What follows belongs to an exercise in optimizing a design on an open flow for small area; a production flow would make more cautious choices.
RTL that was checked went through simulation tests only; none was proved equivalent to the original.
No functional check of the RTL was part of runs 1 to 4.
No activity file was given, so power comes from the tool's default toggle rates.

`flow/run.sh`:
```
#!/bin/bash
# synth_recipe.tcl (not shown) runs the flow's synth.tcl, then flattens the netlist and writes it again
# the make line also repeats each setting of config.mk as NAME=value (left out here)
make -C /OpenROAD-flow-scripts/flow DESIGN_CONFIG=/design/flow/config.mk WORK_HOME=/design/flow/orfs CLKGATE_MAP_FILE= SYNTH_SCRIPT=/design/flow/synth_recipe.tcl finish
```
`flow/config.mk`:
```
export PLATFORM = sky130hd
export DESIGN_NAME = color_centroid
export DESIGN_NICKNAME = color_centroid
export VERILOG_FILES = /design/flow/design.v
export SDC_FILE = /design/flow/constraint.sdc
export NUM_CORES = 4
export LEC_CHECK = 0
export CAP_MARGIN = 20
export CORE_MARGIN = 2
export CORE_UTILIZATION = 40
export CTS_BUF_LIST = sky130_fd_sc_hd__clkbuf_2
export SLEW_MARGIN = 20
```
`flow/constraint.sdc`:
```
create_clock -name core_clock -period 10.0 [get_ports {clk}]
set_input_delay 2.0000 -clock core_clock [delete_from_list [all_inputs] [get_ports {clk}]]
set_output_delay 2.0000 -clock core_clock [all_outputs]
set_load 0.01 [all_outputs]
```
`flow/design.v`:
```
module color_centroid
  (
    input         clk,
    input         rst,           
    input  [2:0]  rgbfilter,     
    input         new_frame_i,   
    output [14:0] orig_addr,
    input  [11:0] orig_pxl,
    output        proc_we,
    output [14:0] proc_addr,
    output [11:0] proc_pxl,
    output [7:0]  centroid,
    output        new_centroid,
    output [2:0]  proximity
  );
  reg [14:0] cnt;
  reg        processing;
  reg        we1, we2;
  wire end_cnt = cnt[14] & cnt[11] & cnt[9] & (&cnt[7:0]);  
  always @(posedge clk, posedge rst)
    if (rst) begin
      cnt        <= 15'd0;
      processing <= 1'b0;
      we1        <= 1'b0;
      we2        <= 1'b0;
    end else begin
      we1 <= processing;
      we2 <= we1;
      if (processing) begin
        if (end_cnt) begin
          cnt        <= 15'd0;
          processing <= 1'b0;
        end else
          cnt <= cnt + 1'b1;
      end else if (new_frame_i)
        processing <= 1'b1;
    end
  assign orig_addr = cnt;
  assign proc_we   = we2;
  wire        wnorm = processing & we1;
  wire [14:0] cnt_m2 = cnt - 15'd2;
  assign proc_addr = (cnt_m2 & ~({15{~wnorm}} & 15'h3500)) | {14'd0, ~we1};
  wire frame_done = we1 & ~processing;
  assign new_centroid = we2 & ~we1;
  reg [11:0] pxl_rg;
  reg        thr;
  wire [3:0] red = orig_pxl[11:8];
  wire [3:0] grn = orig_pxl[7:4];
  wire [3:0] blu = orig_pxl[3:0];
  wire signed [4:0] d_rg = {1'b0, red} - {1'b0, grn};
  wire signed [4:0] d_rb = {1'b0, red} - {1'b0, blu};
  wire signed [4:0] d_gb = {1'b0, grn} - {1'b0, blu};
  wire v_rg = d_rg >= 5'sd7;
  wire v_gr = d_rg <= -5'sd7;
  wire s_rg = (d_rg >= -5'sd2) && (d_rg <= 5'sd2);
  wire v_rb = d_rb >= 5'sd7;
  wire v_br = d_rb <= -5'sd7;
  wire s_rb = (d_rb >= -5'sd2) && (d_rb <= 5'sd2);
  wire v_gb = d_gb >= 5'sd7;
  wire v_bg = d_gb <= -5'sd7;
  wire s_gb = (d_gb >= -5'sd2) && (d_gb <= 5'sd2);
  wire fr = rgbfilter[2];
  wire fg = rgbfilter[1];
  wire fb = rgbfilter[0];
  wire hi = &{red[3:2], grn[3:2], blu[3:2]};
  wire pass = (~(fr & ~fg) | v_rg) & (~(fr & ~fb) | v_rb) &
              (~(fg & ~fr) | v_gr) & (~(fg & ~fb) | v_gb) &
              (~(fb & ~fr) | v_br) & (~(fb & ~fg) | v_bg) &
              (~(fr & fg) | s_rg) & (~(fr & fb) | s_rb) & (~(fg & fb) | s_gb) &
              (~(fr & fg & fb) | hi);
  always @(posedge clk) begin
    pxl_rg <= orig_pxl;
    thr    <= pass;
  end
  assign proc_pxl = thr ? pxl_rg : 12'd0;
  wire [3:0] ph = cnt[3:0];
  wire       ph1  = (ph == 4'd1);            
  wire       init = (ph == 4'd2);            
  wire       xf   = (ph >= 4'd2) && (ph <= 4'd5);
  reg  [3:0] bk;
  always @(posedge clk)
    if (!processing)
      bk <= 4'd9;
    else if (ph == 4'd5)
      bk <= (bk == 4'd9) ? 4'd0 : bk + 1'b1;
  wire colin = xf ? (bk <= 4'd7) : (bk >= 4'd1 && bk <= 4'd8);
  wire rowin = (cnt >= 15'd1280) && (cnt < 15'd17920);
  wire pi    = thr & colin & rowin;
  reg [3:0] pc;       
  reg [3:0] sh;       
  reg       f_last;   
  always @(posedge clk) begin
    pc <= ph1 ? 4'd0 : pc + {3'd0, pi};
    sh <= ph1 ? pc : {1'b0, sh[3:1]};
    if (ph1 && colin) f_last <= pi;
  end
  wire f_own = ph1 & pi;       
  wire f_grp = ph1 & f_last;   
  wire clr = ~|cnt[14:10];
  wire e_0   = (bk == 4'd1);
  wire e_7   = (bk == 4'd8);
  wire e_l   = (bk >= 4'd1) && (bk <= 4'd4);
  wire e_01  = (bk >= 4'd1) && (bk <= 4'd2);
  wire e_012 = (bk >= 4'd1) && (bk <= 4'd3);
  wire e_67  = (bk >= 4'd7) && (bk <= 4'd8);
  wire e_567 = (bk >= 4'd6) && (bk <= 4'd8);
  reg [15:0] r_t, r_l, r_0, r_01, r_012, r_7, r_67, r_567;
  reg        c_t, c_l, c_0, c_01, c_012, c_7, c_67, c_567;
  wire a_t   = sh[0];
  wire a_l   = e_l   & sh[0];
  wire a_0   = e_0   & sh[0];
  wire a_01  = e_01  & sh[0];
  wire a_012 = e_012 & sh[0];
  wire a_7   = e_7   & sh[0];
  wire a_67  = e_67  & sh[0];
  wire a_567 = e_567 & sh[0];
  wire [1:0] s_t = {(r_t[0] & a_t) | (c_t & (r_t[0] | a_t)), r_t[0] ^ a_t ^ c_t};
  wire [1:0] s_l = {(r_l[0] & a_l) | (c_l & (r_l[0] | a_l)), r_l[0] ^ a_l ^ c_l};
  wire [1:0] s_0 = {(r_0[0] & a_0) | (c_0 & (r_0[0] | a_0)), r_0[0] ^ a_0 ^ c_0};
  wire [1:0] s_01 = {(r_01[0] & a_01) | (c_01 & (r_01[0] | a_01)), r_01[0] ^ a_01 ^ c_01};
  wire [1:0] s_012 = {(r_012[0] & a_012) | (c_012 & (r_012[0] | a_012)), r_012[0] ^ a_012 ^ c_012};
  wire [1:0] s_7 = {(r_7[0] & a_7) | (c_7 & (r_7[0] | a_7)), r_7[0] ^ a_7 ^ c_7};
  wire [1:0] s_67 = {(r_67[0] & a_67) | (c_67 & (r_67[0] | a_67)), r_67[0] ^ a_67 ^ c_67};
  wire [1:0] s_567 = {(r_567[0] & a_567) | (c_567 & (r_567[0] | a_567)), r_567[0] ^ a_567 ^ c_567};
  always @(posedge clk) begin
    r_t   <= {s_t[0]   & ~clr, r_t[15:1]};
    r_l   <= {s_l[0]   & ~clr, r_l[15:1]};
    r_0   <= {s_0[0]   & ~clr, r_0[15:1]};
    r_01  <= {s_01[0]  & ~clr, r_01[15:1]};
    r_012 <= {s_012[0] & ~clr, r_012[15:1]};
    r_7   <= {s_7[0]   & ~clr, r_7[15:1]};
    r_67  <= {s_67[0]  & ~clr, r_67[15:1]};
    r_567 <= {s_567[0] & ~clr, r_567[15:1]};
    c_t   <= s_t[1]   | f_own;
    c_l   <= s_l[1]   | (e_l   & f_grp);
    c_0   <= s_0[1]   | (e_0   & f_own);
    c_01  <= s_01[1]  | (e_01  & f_grp);
    c_012 <= s_012[1] | (e_012 & f_grp);
    c_7   <= s_7[1]   | (e_7   & f_own);
    c_67  <= s_67[1]  | (e_67  & f_grp);
    c_567 <= s_567[1] | (e_567 & f_grp);
  end
  wire t_b = r_t[0];                         
  wire h_b = r_t[1];                         
  wire q_b = r_t[4] & ~(&ph[3:1]);           
  wire u_b = r_l[15];                        
  reg ge_0, ge_01, ge_012, ge_7, ge_67, ge_567;
  reg gt_l, cy1, cy2, lt1, lt2;
  wire cy1e = cy1 & ~init;
  wire cy2e = cy2 & ~init;
  wire s1 = t_b ^ q_b ^ cy1e;                
  wire s2 = u_b ^ q_b ^ cy2e;                
  always @(posedge clk) begin
    ge_0   <= (r_0[0]   & ~h_b) | (~(r_0[0]   ^ h_b) & (ge_0   | init));
    ge_01  <= (r_01[0]  & ~h_b) | (~(r_01[0]  ^ h_b) & (ge_01  | init));
    ge_012 <= (r_012[0] & ~h_b) | (~(r_012[0] ^ h_b) & (ge_012 | init));
    ge_7   <= (r_7[0]   & ~h_b) | (~(r_7[0]   ^ h_b) & (ge_7   | init));
    ge_67  <= (r_67[0]  & ~h_b) | (~(r_67[0]  ^ h_b) & (ge_67  | init));
    ge_567 <= (r_567[0] & ~h_b) | (~(r_567[0] ^ h_b) & (ge_567 | init));
    gt_l   <= (u_b & ~t_b) | (~(u_b ^ t_b) & gt_l & ~init);
    cy1    <= (t_b & q_b) | (cy1e & (t_b ^ q_b));
    cy2    <= (u_b & q_b) | (cy2e & (u_b ^ q_b));
    lt1    <= (~u_b & s1) | (~(u_b ^ s1) & lt1 & ~init);
    lt2    <= (~t_b & s2) | (~(t_b ^ s2) & lt2 & ~init);
  end
  wire [13:0] tv = r_t[15:2];
  wire few = ~|tv[13:8] & ~(tv[7] & |tv[6:0]);    
  wire cen   = lt1 & lt2;                           
  reg [7:0] cen_tmp;
  always @(*) begin
    cen_tmp = 8'd0;
    if (few)
      cen_tmp = 8'd0;
    else if (cen)
      cen_tmp = 8'b00011000;
    else if (gt_l) begin
      if (ge_0)        cen_tmp[0] = 1'b1;
      else if (ge_01)  cen_tmp[1] = 1'b1;
      else if (ge_012) cen_tmp[2] = 1'b1;
      else             cen_tmp[3] = 1'b1;
    end else begin
      if (ge_7)        cen_tmp[7] = 1'b1;
      else if (ge_67)  cen_tmp[6] = 1'b1;
      else if (ge_567) cen_tmp[5] = 1'b1;
      else             cen_tmp[4] = 1'b1;
    end
  end
  reg [2:0] prox_tmp;
  always @(*)
    if (tv[13])      prox_tmp = 3'd7;
    else if (tv[12]) prox_tmp = tv[11] ? 3'd7 : 3'd6;
    else if (tv[11]) prox_tmp = 3'd5;
    else if (tv[10]) prox_tmp = 3'd4;
    else if (tv[9])  prox_tmp = 3'd3;
    else if (tv[8])  prox_tmp = 3'd2;
    else if (tv[7])  prox_tmp = 3'd1;
    else             prox_tmp = 3'd0;
  reg [7:0] cen_o;
  reg [2:0] prox_o;
  always @(posedge clk, posedge rst)
    if (rst) begin
      cen_o  <= 8'd0;
      prox_o <= 3'd0;
    end else if (frame_done) begin
      cen_o  <= cen_tmp;
      prox_o <= prox_tmp;
    end
  assign centroid  = cen_o;
  assign proximity = prox_o;
endmodule
```
==> metrics.csv, run 1 <==
stage,metric,value,unit
critical_path,regToRegStartpoint,cnt[1],
logic_synthesis,synth.distinct_cells,53,
final_layout,finalInstanceArea,8300,um2
sta,rsz0062_at_grt,no,
global_routing,grt_first_pass_wirelength,21900,um
routing,num_vias,4665,
clock_tree,clk_pin_slew,100,ps
sta,fmax,193,MHz
critical_path,endpoint_kind,output pin,
sta,whs,322,ps
routing,dr.first_iter.drc_count,142,
final_layout,drive_above_1_share,11.8,%
min_path,hp-start,r_7[14],
critical_path,required,8000,ps
pwr,p_per_area,212,nW/um2
sta,fin_skew,36.5,ps
placed_design,routabilityCongestion,0.774,
clock_tree,cts_root_buffer,clkbuf_2,
placed_design,pre_cts_ws,5590,ps
logic_synthesis,synth_nets,679,
sta,slew_headroom,57.2,%
clock_tree,htree_levels,2,
die,dieWidth,136,um
logic_synthesis,synth_flop_cell,dfxtp_1,
critical_path,r2r_end,pc[1],
logic_synthesis,async_flop_share,14.4,%
clock_tree,cts_tree,built,
routing,route.detailed.drc,0,
logic_synthesis,ys.warnings.count,1,
global_routing,antenna_found_initial,1,
pwr,p_total,1.76,mW
critical_path,path_max_fanout,14,
run,drv_cap,0,
die,start_util,40.5,%
final_layout,syn_to_final_growth,19.2,%
placed_design,place_area,7880,um2
pwr,cellLeakagePower,3.48,nW
logic_synthesis,ys_seq_elements,202,
min_path,holdPathEnd,r_7[13],
placed_design,port_buffers,72,
die,ioPinCount,73,
logic_synthesis,avgSynthCellArea,11.3,um2
global_routing,grt_pass1_vias,4797,
sta,fin_crit_sh,51.8,%
clock_tree,clk_path_buf_depth,3,
clock_tree,numCtsBuffers,48,
clock_tree,cts_setup_buffers,0,
critical_path,crit_arrival,3180,ps
die,die_y,136,um
sta,hold_violations,0,
global_routing,grt_max_degree,30,
logic_synthesis,synth_edf_count,1,
final_layout,fin_util,48.3,%
sta,slew_viol_final,0,
logic_synthesis,synthCells,618,
min_path,min_path_type,register to register,
final_layout,nFillCells,1624,
final_layout,fin_cells,981,
clock_tree,cts_resized,0,
sta,finalSetupTns,0,ps
die,die_area,18500,um2
logic_synthesis,seq_area_frac_synth,60.3,%
routing,ant_nets,0,
placed_design,dp_hpwl,8980,um
status,status,no timing/DRC/antenna violations,
die,core,17200,um2
routing,vias_per_cell,4.76,
routing,totalWireLength,12900,um
critical_path,rrSetupSlack,7470,ps
critical_path,crit_path_start_kind,register,
sta,setup_slack,4820,ps
sta,finalCriticalPeriod,5180,ps
placed_design,post-place-cells,897,
logic_synthesis,syn-cell-area,6960,um2
global_routing,grt_use_total,14.6,%
clock_tree,worstSkewPairLatency,750,ps
sta,setup-violations-final,0,
clock_tree,cts_sinks,202,
global_routing,grt_overflow,0,
die,rows,48,
final_layout,finalNetCount,783,
routing,routedWlPerCell,13.2,um
clock_tree,postCtsHoldBufs,0,
min_path,worstHoldPathCells,0,
critical_path,crit_type,register to output pin,
critical_path,reg2reg_depth,10,
routing,first_pass_iters,5,
pwr,max-vdd-ir-drop,0.109,mV
sta,tightestPinTransition,640,ps
[flip-flops by register name (all words and copies together), names as in the netlist, 4 cells and up]
register,cells
sh,4
cnt,15
r_01,16
r_l,16
r_012,16
r_567,16
r_7,16
cen_o,8
pc,4
pxl_rg,12
r_t,16
bk,4
r_0,16
r_67,16
[cell families after synthesis]
kind of cell,after synthesis,synth area share [%]
AO/OA/AOI/OAI,85,8.20
XOR/XNOR,34,4.28
adder cells (fa/ha/maj),43,9.14
buffers and inverters,63,3.67
flip-flops,202,60.3
multiplexers,3,0.432
AND/OR/NAND/NOR,188,13.9
[cell usage after synthesis, types with 2 or more instances]
master	count	share of area, %
a211oi_1	2	0.22
a21o_1	4	0.43
a21oi_1	13	0.94
a22oi_1	2	0.22
a31o_2	5	0.63
a31oi_1	2	0.18
a32o_1	6	0.86
and2_1	19	1.7
and3_1	5	0.45
buf_2	6	0.43
clkbuf_1	11	0.59
dfrtp_1	29	10
dfxtp_1	172	49
fa_1	13	3.7
ha_1	30	5.4
inv_1	44	2.4
mux2i_1	3	0.43
nand2_1	47	2.5
nand2b_1	11	0.99
nand3_1	16	1.2
nand3b_1	4	0.43
nand4_1	6	0.54
nor2_1	40	2.2
nor2b_1	9	0.81
nor3_1	14	1.0
nor3_2	4	0.58
nor3b_1	2	0.22
nor4_1	4	0.36
o211a_1	2	0.29
o211ai_1	2	0.22
o21ai_0	31	2.2
o31ai_1	3	0.32
o41ai_1	4	0.50
or3_1	2	0.18
xnor2_1	18	2.3
xor2_1	16	2.0
[where the power goes]
part / leakage [nW] / internal (mW) / switching [mW]
Combinational: 1.38 / 0.174 / 0.163
Clock: 0.322 / 0.190 / 0.305
Sequential: 1.77 / 0.845 / 0.0787
[area by class of cell]
cell class                      count  area (um2)  area share [%]
Clock inverter                     13        65.1           0.784
Sequential cell                   202        4200            50.6
Multi-Input combinational cell    353        2500            30.2
Timing Repair Buffer               73         728            8.78
Tap cell                          225         282            3.39
Clock buffer                       70         350            4.22
Antenna cell                        1        2.50          0.0302
Inverter                           44         165            1.99
[worst max path at each step]
stage | depth (start not counted) | slack [ps] | start | endpoint
floorplan | 6 | 6220 | cnt[4] | proc_addr[14]
global placement | 6 | 5630 | cnt[3] | proc_addr[14]
detailed placement | 6 | 5590 | cnt[3] | proc_addr[14]
CTS | 6 | 4720 | cnt[3] | proc_addr[14]
global route | 6 | 4590 | cnt[3] | proc_addr[14]
finish | 6 | 4820 | cnt[3] | proc_addr[14]
[layout by cell type, fill, tap and decap left out, drive strengths merged, types with 4 or more instances in the layout]
cell type and n:
and2 19, ha 30, and3 5, clkbuf 70, xnor2 18, nor4 5, clkdlybuf4s50 72, nand2 47
dfxtp 172, nand4 6, a32o 6, a21oi 14, nand2b 11, nand3b 4, o41ai 4, inv 45
nor3 18, nor2 40, clkinv 12, nor2b 9, xor2 16, nand3 16, o21ai 31, a31o 5
a21o 4, fa 13, dfrtp 29
[layer usage]
metal | track usage [%] | vias to the layer above | share of wire, %
met5 | 0 | - | 0
met4 | 6.42 | 0 | 2.1
met1 | 18.0 | 2207 | 46
met3 | 4.10 | 26 | 5.4
met2 | 24.0 | 123 | 47
li1 | - | 2309 | -
[worst max-delay path: stages, from the launching register on]
cell and delay, ps:
dfrtp_1 580, nor4_4 390, nand2_1 120, or4_4 460, nor3_2 190, xor2_1 160, clkdlybuf4s50_1 550
==> run 2: changes to the inputs <==
--- a/flow/config.mk
+++ b/flow/config.mk
@@ -9,4 +9,4 @@
 export CORE_MARGIN = 2
 export CORE_UTILIZATION = 40
-export CTS_BUF_LIST = sky130_fd_sc_hd__clkbuf_2
+export CTS_BUF_LIST = sky130_fd_sc_hd__clkbuf_4
 export SLEW_MARGIN = 20
==> run 2 against run 1 <==
  * Still clean on timing, DRC and antenna
  * Critical path depth unchanged
  * Clock power increased by 32%
  * Cell count up 0.41%
  * Fmax grew 2.2%
  * Synthesized cell count unchanged
  * Routed wire length up 0.26%
  * Die area stayed put
  * Register-to-register slack gained 20 ps
  * Critical path type unchanged
  * Largest cell class unchanged
==> metrics.csv, run 2 <==
stage,metric,value,unit,change
clock_tree,cts_tree,built,,unchanged
final_layout,syn_to_final_growth,22.2,%,was 19.2%
logic_synthesis,ys.warnings.count,1,,unchanged
logic_synthesis,syn-cell-area,6960,um2,unchanged
die,die_area,18500,um2,unchanged
logic_synthesis,synth_fa_ha_area_share,9.14,%,unchanged
logic_synthesis,synth_nets,679,,unchanged
critical_path,required,8000,ps,about the same
critical_path,max_stage_delay,560,ps,was 580 ps
final_layout,layout_common_cells,"dfxtp_1 (172), clkdlybuf4s50_1 (72), clkbuf_4 (68)",,"was dfxtp_1 (172), clkdlybuf4s50_1 (72), clkbuf_2 (70)"
routing,route.detailed.drc,0,,unchanged
global_routing,grt_pass1_vias,4819,,was 4797
logic_synthesis,synthMuxAreaShare,0.432,%,unchanged
sta,fmax,197,MHz,was 193 MHz
routing,vias_per_cell,4.72,,was 4.76
routing,num_vias,4651,,was 4665
sta,finalCriticalPeriod,5070,ps,was 5180 ps
logic_synthesis,async_flop_share,14.4,%,unchanged
logic_synthesis,synth_compound_area_share,8.20,%,unchanged
logic_synthesis,synth_most_common_cell,dfxtp_1,,unchanged
global_routing,antenna_found_initial,1,,unchanged
critical_path,cp.depth,6,,unchanged
sta,fin_crit_sh,50.7,%,was 51.8%
sta,finalSetupTns,0,ps,unchanged
placed_design,routabilityCongestion,0.774,,unchanged
pwr,p_per_area,225,nW/um2,was 212 nW/um2
die,ioPinCount,73,,unchanged
logic_synthesis,yosys.area.top_type,dfxtp_1,,unchanged
final_layout,fin_util,49.5,%,was 48.3%
critical_path,critical_path.cell_chain,nor4_4 > nand2_1 > or4_4 > nor3_2 > xor2_1 > clkdlybuf4s50_1,,unchanged
min_path,min_path_type,register to register,,unchanged
clock_tree,postCtsHoldBufs,0,,unchanged
logic_synthesis,synth-simple-area-share,13.9,%,unchanged
routing,first_pass_iters,4,,was 5
sta,setup-violations-final,0,,unchanged
routing,routedWlPerCell,13.2,um,about the same
logic_synthesis,synthCells,618,,unchanged
final_layout,drive_above_1_share,11.5,%,was 11.8%
critical_path,crit_path_start_kind,register,,unchanged
pwr,sequentialPowerShare,48.3,%,was 52.6%
clock_tree,numCtsBuffers,49,,was 48
final_layout,finalNetCount,784,,was 783
critical_path,path_max_fanout,14,,unchanged
logic_synthesis,synth_flop_cell,dfxtp_1,,unchanged
min_path,worstHoldPathCells,0,,unchanged
clock_tree,clk_path_buf_depth,3,,unchanged
pwr,max-vdd-ir-drop,0.0986,mV,was 0.109 mV
sta,hold_violations,0,,unchanged
clock_tree,htree_levels,2,,unchanged
die,start_util,40.5,%,unchanged
routing,ant_nets,0,,unchanged
sta,rsz0062_at_grt,no,,unchanged
critical_path,endpoint_kind,output pin,,unchanged
placed_design,port_buffers,72,,unchanged
critical_path,rrSetupSlack,7490,ps,was 7470 ps
global_routing,grt_overflow,0,,unchanged
die,core,17200,um2,unchanged
sta,tightestPinTransition,639,ps,was 640 ps
pwr,internal_power,1.36,mW,was 1.21 mW
critical_path,reg2reg_depth,11,,was 10
run,drv_cap,0,,unchanged
logic_synthesis,seq_area_frac_synth,60.3,%,unchanged
clock_tree,cts_setup_buffers,0,,unchanged
status,status,no timing/DRC/antenna violations,,unchanged
critical_path,path_buf_inv,1,,unchanged
clock_tree,cts_resized,0,,unchanged
placed_design,dp_hpwl,8980,um,unchanged
die,rows,48,,unchanged
pwr,cellLeakagePower,3.52,nW,was 3.48 nW
global_routing,grt_first_pass_wirelength,21900,um,about the same
clock_tree,clk_pin_slew,70,ps,was 100 ps
die,die_y,136,um,unchanged
logic_synthesis,yosys-top-cells-count,"dfxtp_1 (172), nand2_1 (47), inv_1 (44)",,unchanged
routing,totalWireLength,13000,um,was 12900 um
routing,dr.first_iter.drc_count,152,,was 142
logic_synthesis,synth_edf_count,1,,unchanged
clock_tree,worstSkewPairLatency,650,ps,was 750 ps
clock_tree,cts_sinks,202,,unchanged
critical_path,path_delay_family,simple AND/OR/NAND/NOR gates,,unchanged
logic_synthesis,synth_top_family_by_area,simple AND/OR/NAND/NOR gates,,unchanged
sta,slew_headroom,57.4,%,was 57.2%
pwr,pwr-share-clk,34.2,%,was 28.2%
sta,slew_viol_final,0,,unchanged
final_layout,final_common_cell,dfxtp_1,,unchanged
critical_path,crit_type,register to output pin,,unchanged
die,dieWidth,136,um,unchanged
pwr,switching_share,28.8,%,was 31.1%
critical_path,crit_arrival,3070,ps,was 3180 ps
logic_synthesis,synth.distinct_cells,53,,unchanged
logic_synthesis,synth_area_leaders,"dfxtp_1 (49%), dfrtp_1 (10%), ha_1 (5.4%)",,unchanged
sta,fin_skew,63.2,ps,was 36.5 ps
logic_synthesis,ys_seq_elements,202,,unchanged
critical_path,cp_slowest_cell,dfrtp_1,,unchanged
pwr,p_switching,0.551,mW,was 0.546 mW
global_routing,grt_use_total,14.6,%,about the same
global_routing,grt_max_degree,30,,unchanged
pwr,combPwrFrac,17.6,%,was 19.2%
logic_synthesis,synth-xor-area-share,4.28,%,unchanged
logic_synthesis,avgSynthCellArea,11.3,um2,unchanged
logic_synthesis,yosysTopAreaCellShare,49.5,%,unchanged
clock_tree,cts_root_buffer,clkbuf_4,,was clkbuf_2
## run 2: per-layer routing
layer,track usage [%],wire [um],vias to the layer above
met2,23.8,6110,128
met4,6.60,237,0
met5,0,0,-
met1,18.1,5980,2194
li1,-,-,2311
met3,4.06,652,18
## run 2: cell type report
class,count,area (um2)
Sequential cell,202,4200
Timing Repair Buffer,73,728
Clock inverter,19,111
Tap cell,225,282
Multi-Input combinational cell,353,2500
Fill cell,1605,8670
Antenna cell,1,2.50
Inverter,44,165
Clock buffer,68,510
## run 2: path summary, 6_finish.rpt
| kind | start | to |
|---|---|---|
| setup reg to reg | cnt[1] | pc[2] |
| min in group asynchronous | rst | cnt[4] |
| max in group asynchronous | rst | cen_o[5] |
| setup / recovery | cnt[3] | proc_addr[14] |
| hold reg to reg | r_0[14] | r_0[13] |
| hold / removal | r_0[14] | r_0[13] |
## run 2: cells by family after synthesis
logic type / Yosys count
xor gates and xnor gates: 34
muxes: 3
buffers and inverters: 63
and+or+nand+nor: 188
adders and majority gates: 43
AOI/OAI and AO/OA: 85
DFF: 202
## run 2: power by group through the flow
stage                     Clock, mW  Combinational [mW]  Sequential (mW)
final                         0.654               0.336            0.924
after detailed placement          0               0.338            0.941
after floorplan                   0               0.231            0.904
after global routing          0.730               0.372            0.933
after CTS                     0.684               0.339            0.924
after global placement            0               0.331            0.938
## run 2: per-stage QoR
stage	hold slack, ps	instance area (um2)	total power, mW	std cells	setup WS, ps
global placement	312	7880	1.27	897	5630
floorplan	310	6960	1.13	618	6220
global route	301	8500	2.03	985	4740
CTS	297	8500	1.95	984	4850
finish	284	8500	1.91	985	4930
detailed placement	312	7880	1.28	897	5590
==> run 3: changes to the inputs <==
--- a/flow/config.mk
+++ b/flow/config.mk
@@ -9,4 +9,6 @@
 export CORE_MARGIN = 2
 export CORE_UTILIZATION = 40
-export CTS_BUF_LIST = sky130_fd_sc_hd__clkbuf_4
+export CTS_BUF_LIST = sky130_fd_sc_hd__clkbuf_8
+export CTS_CLUSTER_DIAMETER = 60
+export CTS_CLUSTER_SIZE = 20
 export SLEW_MARGIN = 20
==> run 3 against run 2 <==
  * Still clean
  * Fmax grew 2.1%
  * Final area is 3.7% lower
  * Synthesized area unchanged
  * Global-route usage shrank 0.66 points
  * Critical path depth unchanged
  * Sequential share of layout area increased by 1.9 points
  * Combinational power barely moved
==> metrics.csv, run 3 <==
stage,metric,value,unit,change
logic_synthesis,synth.distinct_cells,53,,unchanged
logic_synthesis,synth_edf_count,1,,unchanged
sta,fmax,201,MHz,was 197 MHz
die,die_y,136,um,unchanged
clock_tree,cts_root_buffer,clkbuf_8,,was clkbuf_4
final_layout,antennaDiodeCount,0,,was 1
sta,fin_crit_sh,49.7,%,was 50.7%
routing,vias_per_cell,4.84,,was 4.72
logic_synthesis,yosys-top-cells-count,"dfxtp_1 (172), nand2_1 (47), inv_1 (44)",,unchanged
placed_design,port_buffers,72,,unchanged
sta,slew_viol_final,0,,unchanged
critical_path,path_max_fanout,14,,unchanged
final_layout,layout_common_cells,"dfxtp_1 (172), clkdlybuf4s50_1 (72), nand2_1 (47)",,"was dfxtp_1 (172), clkdlybuf4s50_1 (72), clkbuf_4 (68)"
logic_synthesis,synthCells,618,,unchanged
global_routing,grt_first_pass_wirelength,21200,um,was 21900 um
die,rows,48,,unchanged
sta,tightestPinTransition,637,ps,was 639 ps
clock_tree,cts_setup_buffers,0,,unchanged
die,core,17200,um2,unchanged
global_routing,grt_pass1_vias,4501,,was 4819
sta,rsz0062_at_grt,no,,unchanged
logic_synthesis,synth_nets,679,,unchanged
min_path,min_path_type,register to register,,unchanged
clock_tree,postCtsHoldBufs,0,,unchanged
routing,dr.first_iter.drc_count,164,,was 152
logic_synthesis,avgSynthCellArea,11.3,um2,unchanged
die,die_area,18500,um2,unchanged
global_routing,grt_overflow,0,,unchanged
critical_path,required,8000,ps,about the same
clock_tree,worstSkewPairLatency,510,ps,was 650 ps
logic_synthesis,ys_seq_elements,202,,unchanged
sta,finalCriticalPeriod,4970,ps,was 5070 ps
logic_synthesis,ys.warnings.count,1,,unchanged
clock_tree,clk_path_buf_depth,3,,unchanged
pwr,max-vdd-ir-drop,0.0975,mV,was 0.0986 mV
critical_path,endpoint_kind,output pin,,unchanged
sta,hold_violations,0,,unchanged
critical_path,crit_path_start_kind,register,,unchanged
clock_tree,htree_levels,1,,was 2
routing,route.detailed.drc,0,,unchanged
logic_synthesis,synth_most_common_cell,dfxtp_1,,unchanged
placed_design,place_area,7880,um2,unchanged
final_layout,drive_above_1_share,5.18,%,was 11.5%
logic_synthesis,synth_area_leaders,"dfxtp_1 (49%), dfrtp_1 (10%), ha_1 (5.4%)",,unchanged
placed_design,dp_hpwl,8980,um,unchanged
final_layout,syn_to_final_growth,17.6,%,was 22.2%
clock_tree,cts_resized,0,,unchanged
logic_synthesis,syn-cell-area,6960,um2,unchanged
final_layout,final_common_cell,dfxtp_1,,unchanged
global_routing,grt_max_degree,30,,unchanged
sta,finalSetupTns,0,ps,unchanged
final_layout,finalInstanceArea,8180,um2,was 8500 um2
placed_design,routabilityCongestion,0.774,,unchanged
final_layout,finalNetCount,750,,was 784
routing,ant_nets,0,,unchanged
routing,totalWireLength,12500,um,was 13000 um
die,dieWidth,136,um,unchanged
run,drv_cap,0,,unchanged
logic_synthesis,seq_area_frac_synth,60.3,%,unchanged
pwr,p_per_area,208,nW/um2,was 225 nW/um2
pwr,cellLeakagePower,3.32,nW,was 3.52 nW
logic_synthesis,synth_flop_cell,dfxtp_1,,unchanged
logic_synthesis,yosys.area.top_type,dfxtp_1,,unchanged
status,status,no timing/DRC/antenna violations,,unchanged
sta,setup-violations-final,0,,unchanged
critical_path,crit_type,register to output pin,,unchanged
die,start_util,40.5,%,unchanged
clock_tree,cts_tree,built,,unchanged
routing,num_vias,4450,,was 4651
clock_tree,cts_sinks,202,,unchanged
sta,fin_skew,21.6,ps,was 63.2 ps
sta,slew_headroom,57.4,%,about the same
global_routing,grt_use_total,14.0,%,was 14.6%
die,ioPinCount,73,,unchanged
clock_tree,numCtsBuffers,15,,was 49
clock_tree,clk_pin_slew,120,ps,was 70 ps
routing,routedWlPerCell,13.6,um,was 13.2 um
logic_synthesis,async_flop_share,14.4,%,unchanged
routing,first_pass_iters,4,,unchanged
logic_synthesis,yosysTopAreaCellShare,49.5,%,unchanged
critical_path,crit_arrival,2970,ps,was 3070 ps
global_routing,antenna_found_initial,0,,was 1
==> run 3: changes by cell type in the layout (fill, tap and decap cells not counted) <==
cell	before	now
clkbuf_4	68	0
clkbuf_8	0	16
clkinv_1	15	0
inv_1	43	45
clkinv_8	0	1
diode_2	1	0
inv_12	0	1
inv_6	2	1
==> run 3: stage by stage <==
step / power, mW / hold WS [ps] / utilization [%] / setup slack [ps] / instances
final: 1.70 / 324 / 47.6 / 5030 / 920
after global routing: 1.80 / 339 / 47.6 / 4850 / 920
after CTS: 1.72 / 325 / 47.6 / 5000 / 920
after detailed placement: 1.28 / 312 / 45.9 / 5590 / 897
after global placement: 1.27 / 312 / 45.9 / 5630 / 897
after floorplan: 1.13 / 310 / - / 6220 / 618
==> run 3: final timing paths <==
kind	from	end	slack, ps	depth (start not counted)
max	cnt[3]	proc_addr[14]	5030	6
min	r_l[8]	r_l[7]	320	0
max reg2reg	cnt[1]	pc[2]	7470	11
min reg2reg	r_l[8]	r_l[7]	320	0
max in group asynchronous	rst	cnt[11]	7680	2
min in group asynchronous	rst	cnt[1]	1880	2
==> run 3: where the power goes <==
part           leakage [nW]  internal, mW  switching, mW
Combinational          1.38         0.174          0.163
Clock                 0.159         0.183          0.261
Sequential             1.77         0.845         0.0781
Total                  3.32          1.20          0.502
==> run 3: cell families (layout without fill, tap and decap cells) <==
logic type,count (synthesis),in the layout,share of synthesized area (%)
multiplexers,3,3,0.432
XOR/XNOR,34,34,4.28
AO/OA/AOI/OAI,85,85,8.20
flip-flops,202,202,60.3
buffers and inverters,63,140,3.67
adder cells (fa/ha/maj),43,43,9.14
AND/OR/NAND/NOR,188,188,13.9
==> run 3: layout make-up <==
| cell class | count | area, um2 |
|---|---|---|
| clock inverters | 7 | 86.3 |
| inverters | 44 | 165 |
| repair buffers | 73 | 728 |
| flip-flops and latches | 202 | 4200 |
| well taps | 225 | 282 |
| clock buffers | 16 | 220 |
| multi-input cells | 353 | 2500 |
| fillers | 1609 | 8990 |
==> run 3: layer usage <==
layer  vias up  GRT usage [%]  routed length (um)
li1       2201              -                   -
met1      2112           18.5                5820
met2       115           23.4                5780
met3        22           2.65                 607
met4         0           3.88                 272
met5         -              0                   0
==> run 3: critical path, cell delays in order, from the launching register on <==
cell and delay [ps]:
dfrtp_1 590, nor4_4 390, nand2_1 120, or4_4 460, nor3_2 190, xor2_1 160
clkdlybuf4s50_1 550
==> run 4: changes to the inputs <==
==> flow/flow/run.sh (new file) <==
#!/bin/bash
# Standard ORFS layout; the only change is the cell used to buffer the
# ports (the smallest plain buffer instead of the default choice).
set -euo pipefail
export BUFFER_PORTS_ARGS="-buffer_cell sky130_fd_sc_hd__buf_1"
bash standard.sh > orfs_make.log 2>&1
==> flow/standard.sh (new file) <==
#!/bin/bash
# synth_recipe.tcl (not shown) runs the flow's synth.tcl, then flattens the netlist and writes it again
# the make line also repeats each setting of config.mk as NAME=value (left out here)
make -C /OpenROAD-flow-scripts/flow DESIGN_CONFIG=/design/flow/config.mk WORK_HOME=/design/flow/orfs CLKGATE_MAP_FILE= SYNTH_SCRIPT=/design/flow/synth_recipe.tcl "${@:-finish}"
removed: flow/run.sh
==> run 4 against run 3 <==
  * Global-route usage decreased by 0.75 points
  * Fmax increased by 9.3%
  * Clock skew increased by 9.8 ps
  * Sequential power about the same
  * Synthesized area unchanged
  * Synthesized cell count unchanged
  * Setup slack improved by 420 ps
  * Critical path depth unchanged
  * Via count decreased by 1.2%
==> metrics.csv, run 4 <==
stage,metric,value,unit,change
status,status,no timing/DRC/antenna violations,,unchanged
logic_synthesis,ys.warnings.count,1,,unchanged
logic_synthesis,synthCells,618,,unchanged
clock_tree,worstSkewPairLatency,500,ps,was 510 ps
die,core,17200,um2,unchanged
die,die_area,18500,um2,unchanged
logic_synthesis,synth_nets,679,,unchanged
clock_tree,postCtsHoldBufs,0,,unchanged
final_layout,nFillCells,1651,,was 1609
run,drv_cap,0,,unchanged
clock_tree,clk_pin_slew,110,ps,was 120 ps
placed_design,post-place-cells,897,,unchanged
logic_synthesis,yosysTopAreaCellShare,49.5,%,unchanged
logic_synthesis,syn-cell-area,6960,um2,unchanged
final_layout,finalInstanceArea,7700,um2,was 8180 um2
logic_synthesis,synth_flop_cell,dfxtp_1,,unchanged
critical_path,required,8000,ps,about the same
global_routing,grt_max_degree,30,,unchanged
sta,setup-violations-final,0,,unchanged
critical_path,path_max_fanout,14,,unchanged
logic_synthesis,synth_area_leaders,"dfxtp_1 (49%), dfrtp_1 (10%), ha_1 (5.4%)",,unchanged
global_routing,grt_overflow,0,,unchanged
logic_synthesis,avgSynthCellArea,11.3,um2,unchanged
sta,finalSetupTns,0,ps,unchanged
clock_tree,htree_levels,1,,unchanged
routing,vias_per_cell,4.79,,was 4.84
logic_synthesis,yosys.area.top_type,dfxtp_1,,unchanged
die,die_y,136,um,unchanged
critical_path,crit_type,register to output pin,,unchanged
placed_design,routabilityCongestion,0.831,,was 0.774
final_layout,finalNetCount,750,,unchanged
final_layout,fin_cells,919,,was 920
final_layout,drive_above_1_share,5.04,%,was 5.18%
sta,hold_violations,0,,unchanged
routing,routedWlPerCell,13.0,um,was 13.6 um
clock_tree,cts_tree,built,,unchanged
pwr,p_per_area,208,nW/um2,about the same
placed_design,place_area,7430,um2,was 7880 um2
clock_tree,cts_setup_buffers,0,,unchanged
global_routing,grt_use_total,13.2,%,was 14.0%
global_routing,grt_first_pass_wirelength,20100,um,was 21200 um
sta,fmax,220,MHz,was 201 MHz
routing,dr.first_iter.drc_count,150,,was 164
logic_synthesis,synth.distinct_cells,53,,unchanged
critical_path,crit_arrival,2550,ps,was 2970 ps
clock_tree,cts_root_buffer,clkbuf_8,,unchanged
min_path,min_path_type,register to register,,unchanged
placed_design,dp_hpwl,8560,um,was 8980 um
clock_tree,cts_resized,0,,unchanged
logic_synthesis,synth_edf_count,1,,unchanged
final_layout,antennaDiodeCount,0,,unchanged
placed_design,port_buffers,72,,unchanged
pwr,max-vdd-ir-drop,0.113,mV,was 0.0975 mV
routing,route.detailed.drc,0,,unchanged
sta,slew_headroom,57.1,%,was 57.4%
clock_tree,numCtsBuffers,15,,unchanged
sta,fin_crit_sh,45.5,%,was 49.7%
clock_tree,cts_sinks,202,,unchanged
global_routing,grt_pass1_vias,4238,,was 4501
die,start_util,40.5,%,unchanged
final_layout,final_common_cell,dfxtp_1,,unchanged
logic_synthesis,ys_seq_elements,202,,unchanged
routing,num_vias,4398,,was 4450
pwr,p_total,1.60,mW,was 1.70 mW
final_layout,syn_to_final_growth,10.6,%,was 17.6%
routing,first_pass_iters,5,,was 4
pwr,cellLeakagePower,3.12,nW,was 3.32 nW
logic_synthesis,synth_most_common_cell,dfxtp_1,,unchanged
logic_synthesis,async_flop_share,14.4,%,unchanged
routing,totalWireLength,12000,um,was 12500 um
die,dieWidth,136,um,unchanged
logic_synthesis,seq_area_frac_synth,60.3,%,unchanged
critical_path,crit_path_start_kind,register,,unchanged
sta,slew_viol_final,0,,unchanged
final_layout,fin_util,44.8,%,was 47.6%
die,ioPinCount,73,,unchanged
critical_path,endpoint_kind,output pin,,unchanged
global_routing,antenna_found_initial,0,,unchanged
sta,finalCriticalPeriod,4550,ps,was 4970 ps
clock_tree,clk_path_buf_depth,3,,unchanged
routing,ant_nets,0,,unchanged
logic_synthesis,yosys-top-cells-count,"dfxtp_1 (172), nand2_1 (47), inv_1 (44)",,unchanged
sta,fin_skew,31.3,ps,was 21.6 ps
die,rows,48,,unchanged
sta,tightestPinTransition,643,ps,was 637 ps
sta,rsz0062_at_grt,no,,unchanged
final_layout,layout_common_cells,"dfxtp_1 (172), buf_1 (72), nand2_1 (47)",,"was dfxtp_1 (172), clkdlybuf4s50_1 (72), nand2_1 (47)"
-- run 4: cell families after synthesis --
| logic type | Yosys count | share of synthesized area [%] |
|---|---|---|
| multiplexers | 3 | 0.432 |
| buffers and inverters | 63 | 3.67 |
| flip-flops | 202 | 60.3 |
| AO/OA/AOI/OAI | 85 | 8.20 |
| XOR/XNOR | 34 | 4.28 |
| AND/OR/NAND/NOR | 188 | 13.9 |
| adder cells (fa/ha/maj) | 43 | 9.14 |
-- run 4: worst max-delay path, cell delays in order, from the launching register on --
cell,delay [ps]
dfrtp_1,580
nor4_4,380
nand2_1,120
or4_4,460
nor3_2,190
xor2_1,150
buf_1,170
-- run 4: worst paths after layout --
check | from | to | slack [ps] | depth (start not counted)
setup / recovery | cnt[3] | proc_addr[14] | 5450 | 6
hold / removal | r_0[8] | r_0[7] | 320 | 0
setup reg to reg | cnt[1] | pc[1] | 7410 | 10
hold reg to reg | r_0[8] | r_0[7] | 320 | 0
max in group asynchronous | rst | cnt[11] | 8010 | 2
min in group asynchronous | rst | we2 | 1540 | 2
-- run 4: metal layers --
metal / wire length, um / GRT usage [%] / share of wire, % / up-vias
li1: - / - / - / 2206
met1: 5780 / 17.9 / 48 / 2082
met2: 5410 / 21.6 / 45 / 89
met3: 555 / 2.83 / 4.6 / 21
met4: 219 / 3.36 / 1.8 / 0
met5: 0 / 0 / 0 / -
-- run 4: layout make-up --
type | instances | area (um2) | share of cell area (%)
Multi-Input combinational cell | 353 | 2500 | 32.5
Timing Repair Buffer | 73 | 278 | 3.61
Tap cell | 225 | 282 | 3.66
Inverter | 44 | 165 | 2.15
Clock buffer | 15 | 206 | 2.68
Clock inverter | 7 | 65.1 | 0.845
Sequential cell | 202 | 4200 | 54.5
-- run 4: power breakdown --
| group | switching, mW | internal, mW | total (mW) | leakage [nW] |
|---|---|---|---|---|
| clock network | 0.257 | 0.150 | 0.406 | 0.143 |
| registers | 0.0777 | 0.845 | 0.923 | 1.77 |
| logic | 0.159 | 0.114 | 0.274 | 1.21 |
| total | 0.494 | 1.11 | 1.60 | 3.12 |
-- run 4: per-stage QoR --
stage | worst slack, ps | hold WS, ps
floorplan | 6220 | 310
global placement | 6020 | 311
detailed placement | 5990 | 312
CTS | 5420 | 325
global route | 5310 | 333
finish | 5450 | 322
==> run 5: changes to the inputs <==
--- a/flow/design.v
+++ b/flow/design.v
@@ -48,25 +48,79 @@
   wire [3:0] grn = orig_pxl[7:4];
   wire [3:0] blu = orig_pxl[3:0];
-  wire signed [4:0] d_rg = {1'b0, red} - {1'b0, grn};
-  wire signed [4:0] d_rb = {1'b0, red} - {1'b0, blu};
-  wire signed [4:0] d_gb = {1'b0, grn} - {1'b0, blu};
-  wire v_rg = d_rg >= 5'sd7;
-  wire v_gr = d_rg <= -5'sd7;
-  wire s_rg = (d_rg >= -5'sd2) && (d_rg <= 5'sd2);
-  wire v_rb = d_rb >= 5'sd7;
-  wire v_br = d_rb <= -5'sd7;
-  wire s_rb = (d_rb >= -5'sd2) && (d_rb <= 5'sd2);
-  wire v_gb = d_gb >= 5'sd7;
-  wire v_bg = d_gb <= -5'sd7;
-  wire s_gb = (d_gb >= -5'sd2) && (d_gb <= 5'sd2);
-  wire fr = rgbfilter[2];
-  wire fg = rgbfilter[1];
-  wire fb = rgbfilter[0];
-  wire hi = &{red[3:2], grn[3:2], blu[3:2]};
-  wire pass = (~(fr & ~fg) | v_rg) & (~(fr & ~fb) | v_rb) &
-              (~(fg & ~fr) | v_gr) & (~(fg & ~fb) | v_gb) &
-              (~(fb & ~fr) | v_br) & (~(fb & ~fg) | v_bg) &
-              (~(fr & fg) | s_rg) & (~(fr & fb) | s_rb) & (~(fg & fb) | s_gb) &
-              (~(fr & fg & fb) | hi);
+  wire red_gt_grn = red > grn;
+  wire red_gt_blu = red > blu;
+  wire grn_gt_blu = grn > blu;
+  wire [3:0] rg_d = red_gt_grn ? red - grn : grn - red;
+  wire [3:0] rb_d = red_gt_blu ? red - blu : blu - red;
+  wire [3:0] gb_d = grn_gt_blu ? grn - blu : blu - grn;
+  wire rg_s = rg_d <= 4'd2;
+  wire rb_s = rb_d <= 4'd2;
+  wire gb_s = gb_d <= 4'd2;
+  wire rg_v = rg_d >= 4'd7;
+  wire rb_v = rb_d >= 4'd7;
+  wire gb_v = gb_d >= 4'd7;
+  reg red_l, grn_l, blu_l, yel_l, cya_l, mag_l, gra_l;
+  always @(*) begin
+    red_l = 1'b0; grn_l = 1'b0; blu_l = 1'b0; yel_l = 1'b0;
+    cya_l = 1'b0; mag_l = 1'b0; gra_l = 1'b0;
+    if (red_gt_grn) begin
+      if (red_gt_blu) begin
+        if (grn_gt_blu) begin
+          if (rg_v) red_l = 1'b1;
+          else if (rg_s) begin
+            if (rb_s) gra_l = 1'b1;
+            else if (gb_v) yel_l = 1'b1;
+          end
+        end else begin
+          if (rb_v) red_l = 1'b1;
+          else if (rb_s) begin
+            if (rg_s) gra_l = 1'b1;
+            else if (gb_v) mag_l = 1'b1;
+          end
+        end
+      end else begin
+        if (rb_v) blu_l = 1'b1;
+        else if (rb_s) begin
+          if (gb_s) gra_l = 1'b1;
+          else if (rg_v) mag_l = 1'b1;
+        end
+      end
+    end else begin
+      if (red_gt_blu) begin
+        if (rg_v) grn_l = 1'b1;
+        else if (rg_s) begin
+          if (rb_v) yel_l = 1'b1;
+          else if (gb_s) gra_l = 1'b1;
+        end
+      end else begin
+        if (grn_gt_blu) begin
+          if (gb_v) grn_l = 1'b1;
+          else if (gb_s) begin
+            if (rb_v) cya_l = 1'b1;
+            else if (rg_s) gra_l = 1'b1;
+          end
+        end else begin
+          if (gb_v) blu_l = 1'b1;
+          else if (gb_s) begin
+            if (rb_s) gra_l = 1'b1;
+            else if (rg_v) cya_l = 1'b1;
+          end
+        end
+      end
+    end
+  end
+  wire whi_l = gra_l & (&red[3:2]) & (&grn[3:2]) & (&blu[3:2]);
+  reg pass;
+  always @(*)
+    case (rgbfilter)
+      3'b100:  pass = red_l;
+      3'b010:  pass = grn_l;
+      3'b001:  pass = blu_l;
+      3'b110:  pass = yel_l;
+      3'b101:  pass = mag_l;
+      3'b011:  pass = cya_l;
+      3'b111:  pass = whi_l;
+      default: pass = 1'b1;
+    endcase
   always @(posedge clk) begin
     pxl_rg <= orig_pxl;
==> flow/run.sh (new file) <==
#!/bin/bash
# synth_recipe.tcl (not shown) runs the flow's synth.tcl, then flattens the netlist and writes it again
# the make line also repeats each setting of config.mk as NAME=value (left out here)
make -C /OpenROAD-flow-scripts/flow DESIGN_CONFIG=/design/flow/config.mk WORK_HOME=/design/flow/orfs CLKGATE_MAP_FILE= SYNTH_SCRIPT=/design/flow/synth_recipe.tcl finish
--- a/flow/config.mk
+++ b/flow/config.mk
@@ -9,6 +9,3 @@
 export CORE_MARGIN = 2
 export CORE_UTILIZATION = 40
-export CTS_BUF_LIST = sky130_fd_sc_hd__clkbuf_8
-export CTS_CLUSTER_DIAMETER = 60
-export CTS_CLUSTER_SIZE = 20
 export SLEW_MARGIN = 20
removed: flow/flow/run.sh
removed: flow/standard.sh
==> run 5 against run 4 <==
  * Critical path type unchanged
  * Cell count grew 9.2%
  * Largest power group unchanged
  * Combinational power grew 38%
  * Total power grew 26%
  * Still clean on timing, DRC and antenna
==> metrics.csv, run 5 <==
stage,metric,value,unit,change
status,status,no timing/DRC/antenna violations,,unchanged
logic_synthesis,yosys.area.top_type,dfxtp_1,,unchanged
placed_design,routabilityCongestion,0.835,,was 0.831
logic_synthesis,synth_most_common_cell,dfxtp_1,,unchanged
global_routing,busiest_layer,met2,,unchanged
sta,finalSetupTns,0,ps,unchanged
final_layout,antennaDiodeCount,0,,unchanged
sta,fin_skew,8.40,ps,was 31.3 ps
pwr,combPwrFrac,18.8,%,was 17.1%
global_routing,globalRouteMet3Util,2.45,%,was 2.83%
global_routing,grt_util_met1,20.0,%,was 17.9%
clock_tree,cts_setup_buffers,0,,unchanged
critical_path,path_delay_family,simple AND/OR/NAND/NOR gates,,unchanged
final_layout,syn_to_final_growth,21.1,%,was 10.6%
logic_synthesis,synthCells,682,,was 618
clock_tree,clk_pin_slew,60,ps,was 110 ps
logic_synthesis,synth_top_family_by_area,simple AND/OR/NAND/NOR gates,,unchanged
clock_tree,cts_root_buffer,clkbuf_16,,was clkbuf_8
die,die_y,141,um,was 136 um
routing,dr.first_iter.drc_count,309,,was 150
routing,route.detailed.drc,0,,unchanged
pwr,cellLeakagePower,3.71,nW,was 3.12 nW
global_routing,antenna_found_initial,0,,unchanged
sta,finalCriticalPeriod,5250,ps,was 4550 ps
clock_tree,htree_levels,1,,unchanged
global_routing,grt_overflow,0,,unchanged
clock_tree,cts_resized,0,,unchanged
final_layout,layout_common_cells,"dfxtp_1 (172), clkdlybuf4s50_1 (72), inv_1 (49)",,"was dfxtp_1 (172), buf_1 (72), nand2_1 (47)"
critical_path,rrSetupSlack,7330,ps,was 7410 ps
clock_tree,postCtsHoldBufs,0,,unchanged
critical_path,critical_path.cell_chain,inv_1 > ha_1 > nand2_1 > nor3_1 > nand2b_1 > or4_1 > nor3_1 > xnor2_1 > nor2_1 > clkdlybuf4s50_1,,was nor4_4 > nand2_1 > or4_4 > nor3_2 > xor2_1 > buf_1
routing,routedWlPerCell,14.5,um,was 13.0 um
placed_design,post-place-cells,966,,was 897
pwr,max-vdd-ir-drop,0.105,mV,was 0.113 mV
pwr,p_total,2.01,mW,was 1.60 mW
global_routing,grt_pass1_vias,4889,,was 4238
clock_tree,worstSkewPairLatency,490,ps,was 500 ps
final_layout,multi_input_area,3030,um2,was 2500 um2
pwr,pwr-share-clk,35.7,%,was 25.3%
final_layout,nFillCells,1682,,was 1651
logic_synthesis,synth-simple-area-share,15.0,%,was 13.9%
critical_path,path_max_fanout,10,,was 14
pwr,p_per_area,221,nW/um2,was 208 nW/um2
logic_synthesis,synth_area_leaders,"dfxtp_1 (46%), dfrtp_1 (9.7%), ha_1 (6.3%)",,"was dfxtp_1 (49%), dfrtp_1 (10%), ha_1 (5.4%)"
logic_synthesis,synth_flop_cell,dfxtp_1,,unchanged
critical_path,crit_path_start_kind,register,,unchanged
clock_tree,numCtsBuffers,21,,was 15
logic_synthesis,async_flop_share,14.4,%,unchanged
pwr,p_switching,0.566,mW,was 0.494 mW
min_path,min_path_type,register to register,,unchanged
final_layout,fin_cells,1004,,was 919
critical_path,crit_path_frequent_cell,nor3_1,,
critical_path,required,8000,ps,about the same
global_routing,grt_use_total,14.8,%,was 13.2%
sta,fmax,190,MHz,was 220 MHz
clock_tree,cts_sinks,202,,unchanged
critical_path,crit_type,register to output pin,,unchanged
critical_path,path_buf_inv,2,,was 1
logic_synthesis,avgSynthCellArea,11.0,um2,was 11.3 um2
run,drv_cap,0,,unchanged
logic_synthesis,synth-xor-area-share,3.38,%,was 4.28%
clock_tree,clk_path_buf_depth,3,,unchanged
logic_synthesis,yosys-top-cells-count,"dfxtp_1 (172), inv_1 (49), nor2_1 (48)",,"was dfxtp_1 (172), nand2_1 (47), inv_1 (44)"
final_layout,seq_area,4200,um2,unchanged
final_layout,final_common_cell,dfxtp_1,,unchanged
sta,rsz0062_at_grt,no,,unchanged
sta,hold_violations,0,,unchanged
logic_synthesis,synth_edf_count,1,,unchanged
placed_design,dp_hpwl,10700,um,was 8560 um
sta,setup-violations-final,0,,unchanged
logic_synthesis,ys_seq_elements,202,,unchanged
critical_path,crit_arrival,3250,ps,was 2550 ps
sta,slew_headroom,49.2,%,was 57.1%
clock_tree,cts_tree,built,,unchanged
pwr,switching_share,28.1,%,was 30.8%
logic_synthesis,ys.warnings.count,1,,unchanged
critical_path,endpoint_kind,output pin,,unchanged
die,die_area,19900,um2,was 18500 um2
logic_synthesis,syn-cell-area,7520,um2,was 6960 um2
sta,slew_viol_final,0,,unchanged
placed_design,port_buffers,72,,unchanged
logic_synthesis,synth.distinct_cells,64,,was 53
logic_synthesis,synth_nets,754,,was 679
pwr,sequentialPowerShare,45.5,%,was 57.6%
routing,first_pass_iters,5,,unchanged
routing,ant_nets,0,,unchanged
logic_synthesis,synth_compound_area_share,10.2,%,was 8.20%
critical_path,cp_slowest_cell,clkdlybuf4s50_1,,was dfrtp_1
sta,fin_crit_sh,52.5,%,was 45.5%
sta,tightestPinTransition,761,ps,was 643 ps
critical_path,max_stage_delay,540,ps,was 580 ps
final_layout,finalNetCount,827,,was 750
logic_synthesis,synthMuxAreaShare,1.13,%,was 0.432%
critical_path,cp.depth,10,,was 6
critical_path,reg2reg_depth,10,,unchanged
global_routing,grt_use_met2,24.4,%,was 21.6%
logic_synthesis,seq_area_frac_synth,55.8,%,was 60.3%
final_layout,fin_util,49.0,%,was 44.8%
die,core,18600,um2,was 17200 um2
global_routing,grt_first_pass_wirelength,24400,um,was 20100 um
routing,vias_per_cell,5.00,,was 4.79
die,ioPinCount,73,,unchanged
logic_synthesis,yosysTopAreaCellShare,45.8,%,was 49.5%
routing,totalWireLength,14600,um,was 12000 um
die,rows,50,,was 48
routing,num_vias,5023,,was 4398
die,dieWidth,141,um,was 136 um
final_layout,drive_above_1_share,7.53,%,was 5.04%
pwr,internal_power,1.45,mW,was 1.11 mW
min_path,worstHoldPathCells,0,,unchanged
logic_synthesis,synth_fa_ha_area_share,10.6,%,was 9.14%
die,start_util,40.5,%,about the same
global_routing,grt_max_degree,20,,was 30
## run 5: power by group through the flow
| stage | clock network (mW) | registers (mW) | logic [mW] |
|---|---|---|---|
| CTS | 0.748 | 0.916 | 0.380 |
| finish | 0.720 | 0.916 | 0.379 |
| detailed placement | 0 | 0.933 | 0.379 |
| global placement | 0 | 0.931 | 0.366 |
| floorplan | 0 | 0.894 | 0.258 |
| global route | 0.784 | 0.925 | 0.413 |
## run 5: path summary, 6_finish.rpt
path	startpoint	end
max in group asynchronous	rst	cnt[11]
min reg2reg	r_01[1]	r_01[0]
max reg2reg	cnt[1]	pc[1]
min in group asynchronous	rst	prox_o[2]
max	cnt[2]	proc_addr[13]
min	r_01[1]	r_01[0]
## run 5: kinds of logic (layout without fill, tap and decap cells)
kind of cell	count (synthesis)	count (layout)
AO/OA/AOI/OAI	102	102
XOR/XNOR	29	29
adder cells (fa/ha/maj)	54	54
buffers and inverters	72	160
flip-flops	202	202
multiplexers	8	8
AND/OR/NAND/NOR	215	215
## run 5: routing by layer
| metal | vias up | share of wire, % |
|---|---|---|
| li1 | 2464 | - |
| met1 | 2386 | 47 |
| met2 | 141 | 47 |
| met3 | 32 | 4.3 |
| met4 | 0 | 2.5 |
| met5 | - | 0 |
## run 5: final cells by class
cell class                      count  area share [%]
Sequential cell                   202            46.1
Multi-Input combinational cell    408            33.3
Timing Repair Buffer               73            8.22
Clock buffer                       27            6.35
Tap cell                          234            3.21
Inverter                           49            2.02
Clock inverter                     11           0.783
## run 5: worst register-to-register path, stage by stage, from the launching register on
cell and delay (ps):
dfrtp_1 470, inv_1 210, ha_1 240, nor2_1 50
a211oi_1 290, nor4_1 100, xor2_1 190, nor3b_1 370
ha_1 260, ha_1 230, nor2b_1 130
## run 5: metrics by stage
step,instance area [um2],worst slack [ps],hold slack [ps]
floorplan,7520,5570,310
global placement,8430,4740,311
detailed placement,8460,4620,312
CTS,9110,4700,326
global route,9110,4450,329
finish,9110,4750,322

## port drivers added, routing unchanged
The results above use ideal ports. As a check the final layouts listed here were re-extracted and re-timed, cells and wires unchanged. Step 1 assumes that a clkbuf_16 drives the clock port and a buf_2 every other input. Step 2 also shifts input and output timing later by t, the mid clock arrival at the registers, as if the neighbouring blocks saw the same clock. a / b / c = no drivers / after step 1 / after step 2; a / b = the first two.
| run | shift t [ns] | setup slack, ns | hold slack, ns |
|---|---|---|---|
| run 1 | 0.764 | 4.818 / 4.784 / 5.547 | 0.322 / 0.322 / 0.322 |
| run 2 | 0.643 | 4.929 / 4.896 / 5.540 | 0.284 / 0.284 / 0.284 |
| run 3 | 0.532 | 5.034 / 4.999 / 5.531 | 0.324 / 0.324 / 0.324 |
| run 4 | 0.522 | 5.455 / 5.421 / 5.943 | 0.322 / 0.322 / 0.322 |
| run 5 | 0.520 | 4.749 / 4.713 / 4.530 | 0.322 / 0.322 / 0.322 |
After both steps setup and hold are still met in every run listed. For run 5, which loses most, drivers alone change the setup slack by -0.036 ns; drivers and shift together by -0.219 ns.
